This design comes from an exercise in tuning for small area and a short achievable clock period on the open sky130 flow, not from production work. In this exercise RTL edits were held to simulation tests only and were not proved equivalent to the original.

<file path="design/flow/config.mk">
export PLATFORM = sky130hd
export DESIGN_NAME = cordic
export DESIGN_NICKNAME = cordic
export VERILOG_FILES = /design/flow/design.v
export SDC_FILE = /design/flow/constraint.sdc
export NUM_CORES = 4
export LEC_CHECK = 0
export CAP_MARGIN = 20
export CORE_MARGIN = 2
export CORE_UTILIZATION = 40
export SLEW_MARGIN = 20
</file>
<file path="design/flow/constraint.sdc">
create_clock -name core_clock -period 4.0 [get_ports {clk}]
set_input_delay 0.8000 -clock core_clock [delete_from_list [all_inputs] [get_ports {clk}]]
set_output_delay 0.8000 -clock core_clock [all_outputs]
set_load 0.01 [all_outputs]
</file>
<file path="design/flow/design.v">
module cordic #(
    parameter data_width = 16,
    parameter iterations = 15
    )(
    input clk,
    input reset_n,
    input logic signed [data_width-1:0] angle,
    input logic signed [data_width-1:0] x_i,
    input logic signed [data_width-1:0] y_i,
    output logic signed [data_width-1:0] cos,
    output logic signed [data_width-1:0] sin,
    input valid_in,
    output logic valid_out
    );
    logic signed [data_width-1:0] atan_table [0:iterations-1];
    assign atan_table[0]  = 'd12867;   
    assign atan_table[1]  = 'd7596;    
    assign atan_table[2]  = 'd4013;    
    assign atan_table[3]  = 'd2037;    
    assign atan_table[4]  = 'd1021;    
    assign atan_table[5]  = 'd511;     
    assign atan_table[6]  = 'd256;     
    assign atan_table[7]  = 'd128;     
    assign atan_table[8]  = 'd64;      
    assign atan_table[9]  = 'd32;      
    assign atan_table[10] = 'd16;      
    assign atan_table[11] = 'd8;       
    assign atan_table[12] = 'd4;       
    assign atan_table[13] = 'd2;       
    assign atan_table[14] = 'd1;       
    logic signed [data_width-1:0] x [0:iterations], y [0:iterations], z [0:iterations];
    logic [$clog2(iterations)-1:0] iteration;
    logic valid_pipe [0:iterations];
    always_ff @(posedge clk or negedge reset_n) begin
        if (!reset_n) begin
            x[0] <= 0;
            y[0] <= 0;
            z[0] <= 0;
            valid_pipe[0] <= 0;
        end else if (valid_in) begin
            case (angle[15:14])
                2'b00: begin
                    x[0] <= x_i;
                    y[0] <= y_i;
                    z[0] <= angle;
                end
                2'b01: begin
                    x[0] <= -y_i;
                    y[0] <= x_i;
                    z[0] <= {2'b00, angle[13:0]};
                end
                2'b10: begin
                    x[0] <= -x_i;
                    y[0] <= -y_i;
                    z[0] <= {2'b11, angle[13:0]};
                end
                2'b11: begin
                    x[0] <= y_i;
                    y[0] <= -x_i;
                    z[0] <= -angle;
                end
            endcase
            valid_pipe[0] <= 1;
        end else begin
            valid_pipe[0] <= 0;
        end
    end
    genvar i;
    generate
        for (i = 0; i < iterations; i = i + 1) begin : cordic_pipeline
            always_ff @(posedge clk or negedge reset_n) begin
                if (!reset_n) begin
                    x[i+1] <= 0;
                    y[i+1] <= 0;
                    z[i+1] <= 0;
                    valid_pipe[i+1] <= 0;
                end else if (valid_pipe[i]) begin
                    if (z[i] < 0) begin
                        x[i+1] <= x[i] + (y[i] >>> i);
                        y[i+1] <= y[i] - (x[i] >>> i);
                        z[i+1] <= z[i] + atan_table[i];
                    end else begin
                        x[i+1] <= x[i] - (y[i] >>> i);
                        y[i+1] <= y[i] + (x[i] >>> i);
                        z[i+1] <= z[i] - atan_table[i];
                    end
                    valid_pipe[i+1] <= 1;
                end else begin
                    valid_pipe[i+1] <= 0;
                end
            end
        end
    endgenerate
    assign cos = x[iterations];
    assign sin = y[iterations];
    assign valid_out = valid_pipe[iterations];
endmodule
</file>
<file path="design/flow/run.sh">
#!/bin/bash
# synth_recipe.tcl (not shown) runs the flow's synth.tcl, then flattens the netlist and writes it again
# the make line also repeats each setting of config.mk as NAME=value (left out here)
make -C /OpenROAD-flow-scripts/flow DESIGN_CONFIG=/design/flow/config.mk WORK_HOME=/design/flow/orfs CLKGATE_MAP_FILE= SYNTH_SCRIPT=/design/flow/synth_recipe.tcl finish
</file>
==> impl_metrics.yaml <==
final_layout:
  area_delta_synth_final_pct: 11.1
  drive_gt1_share_pct: 10.6
  utilization_pct: 44.7
  finalInstanceArea_sq_um: 67700
  fin_nets: 7503
  diodes: 0
  fin_cells: 8805
sta:
  rsz0062_at_grt: "no"
  period_minus_slack_ns: 3.70
  tns_ns: 0
  report.final.setup_viol: 0
  hold_slack_ns: 0.0505
  drv_slew: 0
  final.setup.worst_slack_ns: 0.296
  hold_viol_final: 0
  worst_pin_slew_ns: 0.905
  fmax_ghz: 0.270
  timing.clock.skew_ns: 0.0521
  fin_crit_sh_pct: 92.6
  maxSlewHeadroom_pct: 39.6
cts:
  clockBufferDepth: 3
  cts_hold_buf: 0
  insertion_delay_ns: 0.72
  root_buffer: "clkbuf_16"
  cts_tree: "built"
  cts_sinks: 744
  numCtsBuffers: 93
  h-tree-depth: 3
  cts.clk_slew.worst_paths_ns: 0.06
grt:
  grt_pass1_vias: 47400
  antenna_found_initial: 0
  globalRouteTotalUtil_pct: 19.1
  grt_pass1_wl_microns: 249000
  grt_start_max_net_pins: 108
  grt_overflow: 0
synth:
  syn_avg_cell_area_sq_um: 9.17
  synth.distinct_cells: 87
  ys.flop_type: "dfrtp_1"
  synthSimpleGateAreaFrac_pct: 11.1
  async_flop_share_pct: 100
  yosysSeqAreaShare_pct: 30.6
  synthAdderAreaFrac_pct: 16.0
  syn_area_sq_um: 60900
  synth_compound_area_share_pct: 19.3
  syn-num-nets: 7447
  synthXorXnorAreaFrac_pct: 10.5
  synthCells: 6641
  synthMuxAreaShare_pct: 9.11
  synth_warnings: 6
  synth.ff_latch_count: 744
  synth_edf_count: 0
  synth_top_family_by_area: "compound AO/OA/AOI/OAI gates"
drt:
  drt_wl_total_microns: 149000
  dr.first_iter.drc_count: 2508
  vias: 47700
  drc: 0
  post_drt_wl_per_cell_microns: 17.0
  drt-vias-per-instance: 5.42
  first_pass_iters: 5
  ant_nets: 0
worst_setup_path:
  crit_arrival_ns: 4.24
  criticalPathCategory: "flop to flop"
  crit_fanout: 6
  cp-start-kind: "flop"
  cp-end-kind: "flop"
  worstPathRequired_ns: 4.54
place:
  dp.final_hpwl_microns: 116000
  gp_congestion: 0.880
  place_ws_ns: 0.351
  dp_cells: 8632
  portBuffers: 83
  placed_area_sq_um: 64200
min_path:
  hold_class: "input port to asynchronous set/reset pin"
floorplan:
  start_util_pct: 40.2
  dieArea_sq_um: 155000
  num_rows: 143
  chipHeight_microns: 394
  coreArea_sq_um: 152000
  ios: 84
  die_w_microns: 394
flow_run:
  maxCapViolCount: 0
outcome:
  status: "no timing/DRC/antenna violations"
[flip-flops by register name, indices dropped and copies added (netlist names)]
| register | flops |
|---|---|
| y | 256 |
| x | 255 |
| z | 217 |
| valid_pipe | 16 |
[critical path: stages (launching register included)]
cell       delay, ns
dfrtp_1         0.44
or3_1           0.42
nor3b_1         0.50
nor2_1          0.10
xnor2_1         0.15
ha_1            0.36
a21oi_1         0.23
o211ai_1        0.12
a221oi_1        0.28
o31ai_1         0.19
a21o_1          0.21
a2111oi_0       0.48
a211oi_1        0.08
[cell families after synthesis]
group,Yosys count
AOI/OAI and AO/OA,1896
DFF,744
adders and majority gates,755
muxes,500
and+or+nand+nor,1464
xor gates and xnor gates,730
buffers and inverters,552
[repair_timing]
| item | 4_1_cts | 5_1_grt |
|---|---|---|
| setup buffers | 0 | 0 |
| gates resized for setup | 0 | 1 |
| setup endpoints to repair | 0 | 1 |
[layout make-up]
cell class	count	area (sq um)
Sequential cell	744	18600
Tap cell	2030	2540
Timing Repair Buffer	160	1510
Fill cell	14700	83900
Clock inverter	55	900
Inverter	353	1330
Multi-Input combinational cell	5345	40200
Clock buffer	118	2550
[synth_stat cells (21+ instances only)]
master / n / share of area [%]
nand2_1: 372 / 2.3
a21o_1: 208 / 2.6
a21oi_1: 654 / 5.4
o21bai_1: 77 / 0.95
a211oi_1: 65 / 0.80
nand3_1: 89 / 0.73
o21ai_0: 423 / 3.5
fa_1: 44 / 1.4
a211o_1: 21 / 0.30
or3_1: 34 / 0.35
nor2b_1: 56 / 0.58
and2_1: 22 / 0.23
mux2i_1: 86 / 1.4
nor2_1: 529 / 3.3
mux2_2: 411 / 7.6
nand2b_1: 84 / 0.86
nor4_1: 25 / 0.26
clkbuf_1: 146 / 0.90
dfrtp_1: 744 / 31
xor2_1: 230 / 3.3
ha_1: 711 / 15
buf_1: 45 / 0.28
and3_1: 23 / 0.24
o21a_1: 77 / 0.95
a31oi_1: 80 / 0.82
nor3_1: 129 / 1.1
xnor2_1: 499 / 7.2
o211ai_1: 54 / 0.67
o31ai_1: 50 / 0.62
nand4_1: 23 / 0.24
inv_1: 350 / 2.2
[metal layers]
metal	track usage [%]	up-vias	part of all wire (%)	wire length, microns
met1	25.1	23000	47	69700
met3	2.21	194	2.7	4000
li1	-	23900	-	-
met4	4.90	0	2.4	3570
met2	33.3	586	48	72100
met5	0	-	0	0
[path summary, 6_finish.rpt]
check / startpoint / end / cells past startpoint / slack (ns)
max: y[3][8] / x[4][15] / 12 / 0.30
min: reset_n / y[9][0] / 1 / 0.05
max reg2reg: y[3][8] / x[4][15] / 12 / 0.30
min reg2reg: y[15][3] / y[15][3] / 1 / 0.48
max in group asynchronous: reset_n / valid_pipe[5] / 2 / 2.90
min in group core_clock: y[15][3] / y[15][3] / 1 / 0.48
[cells in the final DEF (no fill, tap or decap), types with 14 or more instances in the layout]
cell,instances
ha_1,711
a221oi_1,14
fa_1,44
nor3_1,129
xor2_1,230
bufinv_16,18
xnor2_1,499
clkdlybuf4s50_1,81
o21bai_1,77
nand3_1,89
nand2b_1,84
a21o_1,208
and3_1,23
mux2i_1,86
or3_1,34
dfrtp_1,731
clkbuf_16,94
or4_1,14
inv_1,350
nor2_1,529
buf_4,69
a211oi_1,65
nor2b_1,56
o31ai_1,50
a31oi_1,80
and2_1,22
nor4_1,24
nand2_1,372
o21ai_0,423
nand4_1,23
o22ai_1,18
nand3b_1,16
o211ai_1,54
a21boi_0,17
mux2_2,411
a21oi_1,654
a211o_1,21
o21a_1,77

## static timing again, ports no longer ideal
The flow's constraints put no driver on any port. The routed layout listed below was extracted and timed again, unchanged, in two steps. Step 1 sets driving cells, clkbuf_16 on the clock port and buf_2 on the other inputs (assumed; they add their load-dependent delay and slew). Step 2 moves the port delays by t, midway between the first and last clock arrival at a register: inputs arrive t later, outputs are due t later. That takes back most of the time a late clock gives input paths. Slacks: no drivers / after step 1 / after step 2; pairs: no drivers / after step 1.
t, ns: 0.778
setup WS [ns]: 0.296 / 0.296 / 0.296
worst setup path at the end: register to register
After both steps this run still meets setup and hold. For this run, drivers alone change the setup slack by 0.000 ns; drivers and shift together by 0.000 ns.
